This is an optimization exercise on Yosys and OpenROAD, whose aim is small area, not a production implementation.
Only simulation tests tie the RTL to the original design; equivalence was not proved.
Power is estimated from default activity; no workload was simulated.

## datapath
module datapath (datapath_in, vsel, asel, bsel, loada, loadb, loadc, loads, writenum, write, readnum, clk, ALUop, shift, datapath_out, status) ;
parameter m = 16 ;
input  [m-1:0] datapath_in ;
input  [0:0] vsel ;
input  [0:0] asel ;
input  [0:0] bsel ;
input  [0:0] loada ;
input  [0:0] loadb ;
input  [0:0] loadc ;
input  [0:0] loads ;
input  [2:0] writenum ;
input  [0:0] write ;
input  [2:0] readnum ;
input  [0:0] clk ;
input  [1:0] ALUop ;
input  [1:0] shift ;
output [m-1:0] datapath_out ;
output [0:0] status ;  
wire [m-1:0] data_in ;  
wire [m-1:0] data_out ;
wire [m-1:0] aout ;  
wire [m-1:0] bout ;  
wire [m-1:0] shift_out ;  
wire [m-1:0] Ain ;  
wire [m-1:0] Bin ;  
wire [m-1:0] alu_out ;  
wire [0:0] status_in ;  
Mux2in #(16) mux1 (.in0(datapath_in), .in1(datapath_out), .sel(vsel), .out(data_in)) ; 
regfile regfile (.writenum(writenum), .readnum(readnum), .write(write), .data_in(data_in), .clk(clk), .data_out(data_out)) ;
dflipflop #(16) apipe (.in(data_out), .clk(clk), .load(loada), .out(aout)) ;  
dflipflop #(16) bpipe (.in(data_out), .clk(clk), .load(loadb), .out(bout)) ;  
shifter #(2, 16) shifter (.shift(shift), .b(bout), .shift_out(shift_out)) ;
Mux2in #(16) muxasel(.in0(aout), .in1(16'b0), .sel(asel), .out(Ain)) ;  
Mux2in #(16) muxbsel(.in0(shift_out), .in1({11'b0, datapath_in[4:0]}), .sel(bsel), .out(Bin)) ;  
ALU #(16, 2) alu (.ain(Ain), .bin(Bin), .alu_out(alu_out), .ALUop(ALUop), .status_in(status_in)) ;
dflipflop #(16) cpipe (.in(alu_out), .clk(clk), .load(loadc), .out(datapath_out)) ;  
dflipflop #(1) statuspipe (.in(status_in), .clk(clk), .load(loads), .out(status)) ;
endmodule
Settings: LEC_CHECK=0, ABC_AREA=1, CAP_MARGIN=20, CORE_MARGIN=2, CORE_UTILIZATION=40, GPL_TIMING_DRIVEN=0, SLEW_MARGIN=20; clock period 5.0 ns.
run.sh (not shown) runs the stock make flow with config.mk's settings and CLKGATE_MAP_FILE= SYNTH_SCRIPT=/design/flow/synth_recipe.tcl, a recipe that flattens the netlist after the stock synthesis.
Edit:
- ABC_AREA: 1 -> unset
- GPL_TIMING_DRIVEN: 0 -> unset
=>
- routed wire length is higher by a few percent
- total power goes up by a few percent
- synthesized area drops slightly

========
The RTL this note starts from:
==> flow/design.v <==
module datapath (datapath_in, vsel, asel, bsel, loada, loadb, loadc, loads,
                 writenum, write, readnum, clk, ALUop, shift, datapath_out, status);
  input  [15:0] datapath_in;
  input  [0:0]  vsel, asel, bsel, loada, loadb, loadc, loads;
  input  [2:0]  writenum;
  input  [0:0]  write;
  input  [2:0]  readnum;
  input  [0:0]  clk;
  input  [1:0]  ALUop;
  input  [1:0]  shift;
  output [15:0] datapath_out;
  output [0:0]  status;
  reg [15:0] R0, R1, R2, R3, R4, R5, R6, R7, A, B, C;
  reg        S;
  assign datapath_out = C;
  assign status = S;
  wire [7:0]  we, rs;
  wire [15:0] data_in;
  wire [15:0] rf, bb, alu, p, g;
  wire [16:0] cy;
  wire        zero;
  wire        t0, t1, t2, t03, nbi, sub, andop;
  wire [2:0] wn, rn;
  genvar k;
  generate
    for (k = 0; k < 3; k = k + 1) begin : dinv
      dp_inv iw (.a(writenum[k]), .y(wn[k]));
      dp_inv ir (.a(readnum[k]), .y(rn[k]));
    end
    for (k = 0; k < 8; k = k + 1) begin : dec
      dp_and4 dw (.a(write[0]), .b(k & 4 ? writenum[2] : wn[2]), .c(k & 2 ? writenum[1] : wn[1]),
                  .d(k & 1 ? writenum[0] : wn[0]), .y(we[k]));
      dp_and3 dr (.a(k & 4 ? readnum[2] : rn[2]), .b(k & 2 ? readnum[1] : rn[1]),
                  .c(k & 1 ? readnum[0] : rn[0]), .y(rs[k]));
    end
  endgenerate
  dp_ctl  ctl  (.ALUop(ALUop), .bsel(bsel[0]), .shift(shift), .t0(t0), .t1(t1),
                .t2(t2), .t03(t03), .nbi(nbi), .sub(sub), .andop(andop));
  always @(posedge clk) begin
    if (we[0]) R0 <= data_in;
    if (we[1]) R1 <= data_in;
    if (we[2]) R2 <= data_in;
    if (we[3]) R3 <= data_in;
    if (we[4]) R4 <= data_in;
    if (we[5]) R5 <= data_in;
    if (we[6]) R6 <= data_in;
    if (we[7]) R7 <= data_in;
    if (loada) A <= rf;
    if (loadb) B <= rf;
    if (loadc) C <= alu;
    if (loads) S <= zero;
  end
  assign cy[0] = sub;
  genvar i;
  generate
    for (i = 0; i < 16; i = i + 1) begin : sl
      wire dn;
      dp_mux2i dm (.a0(C[i]), .a1(datapath_in[i]), .s(vsel[0]), .y(dn));
      dp_inv   di (.a(dn), .y(data_in[i]));
      wire y1, y2;
      dp_aoi222 ra (.a1(rs[0]), .a2(R0[i]), .b1(rs[1]), .b2(R1[i]), .c1(rs[2]), .c2(R2[i]), .y(y1));
      dp_aoi222 rb (.a1(rs[3]), .a2(R3[i]), .b1(rs[4]), .b2(R4[i]), .c1(rs[5]), .c2(R5[i]), .y(y2));
      dp_rdtail rc (.y1(y1), .y2(y2), .a1(rs[6]), .a2(R6[i]), .b1(rs[7]), .b2(R7[i]), .y(rf[i]));
      if (i == 0) begin : b0
        wire ns;
        dp_aoi22 sa (.a1(t0), .a2(B[0]), .b1(t2), .b2(B[1]), .y(ns));
        dp_immx  sb (.ns(ns), .nbi(nbi), .d(datapath_in[0]), .sub(sub), .bb(bb[0]));
      end else if (i < 5) begin : imm
        wire ns;
        dp_aoi222 sa (.a1(t0), .a2(B[i]), .b1(t1), .b2(B[i-1]), .c1(t2), .c2(B[i+1]), .y(ns));
        dp_immx   sb (.ns(ns), .nbi(nbi), .d(datapath_in[i]), .sub(sub), .bb(bb[i]));
      end else if (i < 15) begin : mid
        dp_opb ob (.t0(t0), .t1(t1), .t2(t2), .b(B[i]), .bl(B[i-1]), .br(B[i+1]),
                   .sub(sub), .bb(bb[i]));
      end else begin : hi
        dp_opb15 ob (.t03(t03), .t1(t1), .b(B[15]), .bl(B[14]), .sub(sub), .bb(bb[15]));
      end
      wire xn;
      dp_nand2 an (.a(asel[0]), .b(A[i]), .y(xn));
      if (i % 2 == 0) begin : ev
        dp_xnor2 pp (.a(xn), .b(bb[i]), .y(p[i]));
        dp_and3  gg (.a(asel[0]), .b(A[i]), .c(bb[i]), .y(g[i]));
        dp_sum0  sm (.p(p[i]), .ci(cy[i]), .g(g[i]), .andop(andop), .r(alu[i]));
      end else begin : od
        dp_xor2  pp (.a(xn), .b(bb[i]), .y(p[i]));
        dp_nand3 gg (.a(asel[0]), .b(A[i]), .c(bb[i]), .y(g[i]));
        wire sn;
        dp_sn1   sx (.p0(p[i-1]), .g0(g[i-1]), .pn1(p[i]), .ci(cy[i-1]), .sn(sn));
        dp_mux2i sm (.a0(sn), .a1(g[i]), .s(andop), .y(alu[i]));
        if (i < 15) begin : cc
          dp_cy2 cy2 (.p0(p[i-1]), .g0(g[i-1]), .pn1(p[i]), .gn1(g[i]), .ci(cy[i-1]),
                      .co(cy[i+1]));
        end
      end
    end
  endgenerate
  dp_zero zr (.r(alu), .zero(zero));
endmodule
module dp_ctl (input [1:0] ALUop, input bsel, input [1:0] shift,
               output t0, t1, t2, t03, nbi, sub, andop);
  wire pass = ALUop[1] & ALUop[0];
  wire e = bsel & ~pass;
  assign t0 = e & ~shift[1] & ~shift[0];
  assign t1 = e & ~shift[1] & shift[0];
  assign t2 = e & shift[1];
  assign t03 = e & ~(shift[1] ^ shift[0]);
  assign nbi = ~bsel & ~pass;
  assign sub = ~ALUop[1] & ALUop[0];
  assign andop = ALUop[1] & ~ALUop[0];
endmodule
module dp_aoi222 (input a1, a2, b1, b2, c1, c2, output y);
  assign y = ~((a1 & a2) | (b1 & b2) | (c1 & c2));
endmodule
module dp_aoi22 (input a1, a2, b1, b2, output y);
  assign y = ~((a1 & a2) | (b1 & b2));
endmodule
module dp_rdtail (input y1, y2, a1, a2, b1, b2, output y);
  assign y = ~(y1 & y2 & ~((a1 & a2) | (b1 & b2)));
endmodule
module dp_immx (input ns, nbi, d, sub, output bb);
  wire nbin = ns & ~(nbi & d);
  assign bb = ~(nbin ^ sub);
endmodule
module dp_opb (input t0, t1, t2, b, bl, br, sub, output bb);
  wire nbin = ~((t0 & b) | (t1 & bl) | (t2 & br));
  assign bb = ~(nbin ^ sub);
endmodule
module dp_opb15 (input t03, t1, b, bl, sub, output bb);
  wire nbin = ~((t03 & b) | (t1 & bl));
  assign bb = ~(nbin ^ sub);
endmodule
module dp_nand2 (input a, b, output y);
  assign y = ~(a & b);
endmodule
module dp_nand3 (input a, b, c, output y);
  assign y = ~(a & b & c);
endmodule
module dp_and3 (input a, b, c, output y);
  assign y = a & b & c;
endmodule
module dp_xor2 (input a, b, output y);
  assign y = a ^ b;
endmodule
module dp_xnor2 (input a, b, output y);
  assign y = ~(a ^ b);
endmodule
module dp_sum0 (input p, ci, g, andop, output r);
  assign r = andop ? g : (p ^ ci);
endmodule
module dp_sn1 (input p0, g0, pn1, ci, output sn);
  wire c1n = ~(g0 | (p0 & ci));
  assign sn = ~(pn1 ^ c1n);
endmodule
module dp_cy2 (input p0, g0, pn1, gn1, ci, output co);
  wire c1n = ~(g0 | (p0 & ci));
  assign co = ~(gn1 & (pn1 | c1n));
endmodule
module dp_inv (input a, output y);
  assign y = ~a;
endmodule
module dp_and4 (input a, b, c, d, output y);
  assign y = a & b & c & d;
endmodule
module dp_mux2i (input a0, a1, s, output y);
  assign y = ~(s ? a1 : a0);
endmodule
module dp_zero (input [15:0] r, output zero);
  assign zero = ~|r;
endmodule
make LEC_CHECK=0 CAP_MARGIN=20 CORE_MARGIN=2 CORE_UTILIZATION=40 CTS_BUF_LIST='sky130_fd_sc_hd__clkbuf_4 sky130_fd_sc_hd__clkbuf_8' GPL_TIMING_DRIVEN=0 SLEW_MARGIN=20 SYNTH_HIERARCHICAL=1 finish   # period 5.0 ns
The baseline finished clean.
Then changed:
Settings changed: CTS_BUF_LIST sky130_fd_sc_hd__clkbuf_4 sky130_fd_sc_hd__clkbuf_8 to default, GPL_TIMING_DRIVEN 0 to default.
After rerunning: Count of clock-buffer cells in the layout is unchanged. Setup slack improved by 0.20 ns. Area after synthesis does not change. Hold slack improved by 0.0093 ns. Synthesized cell count does not change.
Then changed:
Settings changed: CORE_UTILIZATION 40 to 60, CTS_BUF_LIST from default to sky130_fd_sc_hd__clkbuf_8, GPL_TIMING_DRIVEN from default to 0.
Outcome: The changed run completed without violations; sequential power is about the same; total power goes down by roughly a tenth; worst setup slack loses 0.21 ns; clock skew rises by 0.0033 ns; worst hold slack got worse by 0.012 ns; wire length went down by a few percent; area after synthesis is unchanged; count of clock-buffer cells in the layout goes down by 1; die area decreases by a quarter to a third.
Then changed:
Settings changed: CORE_UTILIZATION 60 to 40, CTS_BUF_LIST sky130_fd_sc_hd__clkbuf_8 to default.
Result: Register-to-register slack improved by 0.02 ns. Sequential power is about the same. Die area grows by about 50%. Total power is higher by about 11%. Final area goes up by 3.5%. Clock power went up by about 33%. Wire length came out higher by 4.1%. Synthesized cell count stays the same.
Then changed:
Settings changed: CTS_BUF_LIST from default to sky130_fd_sc_hd__clkbuf_8.
What happened:
- worst setup slack got worse by 0.033 ns
- synthesized cell count is unchanged
- clock skew falls by 0.0069 ns
- register-to-register slack got worse by 0.04 ns
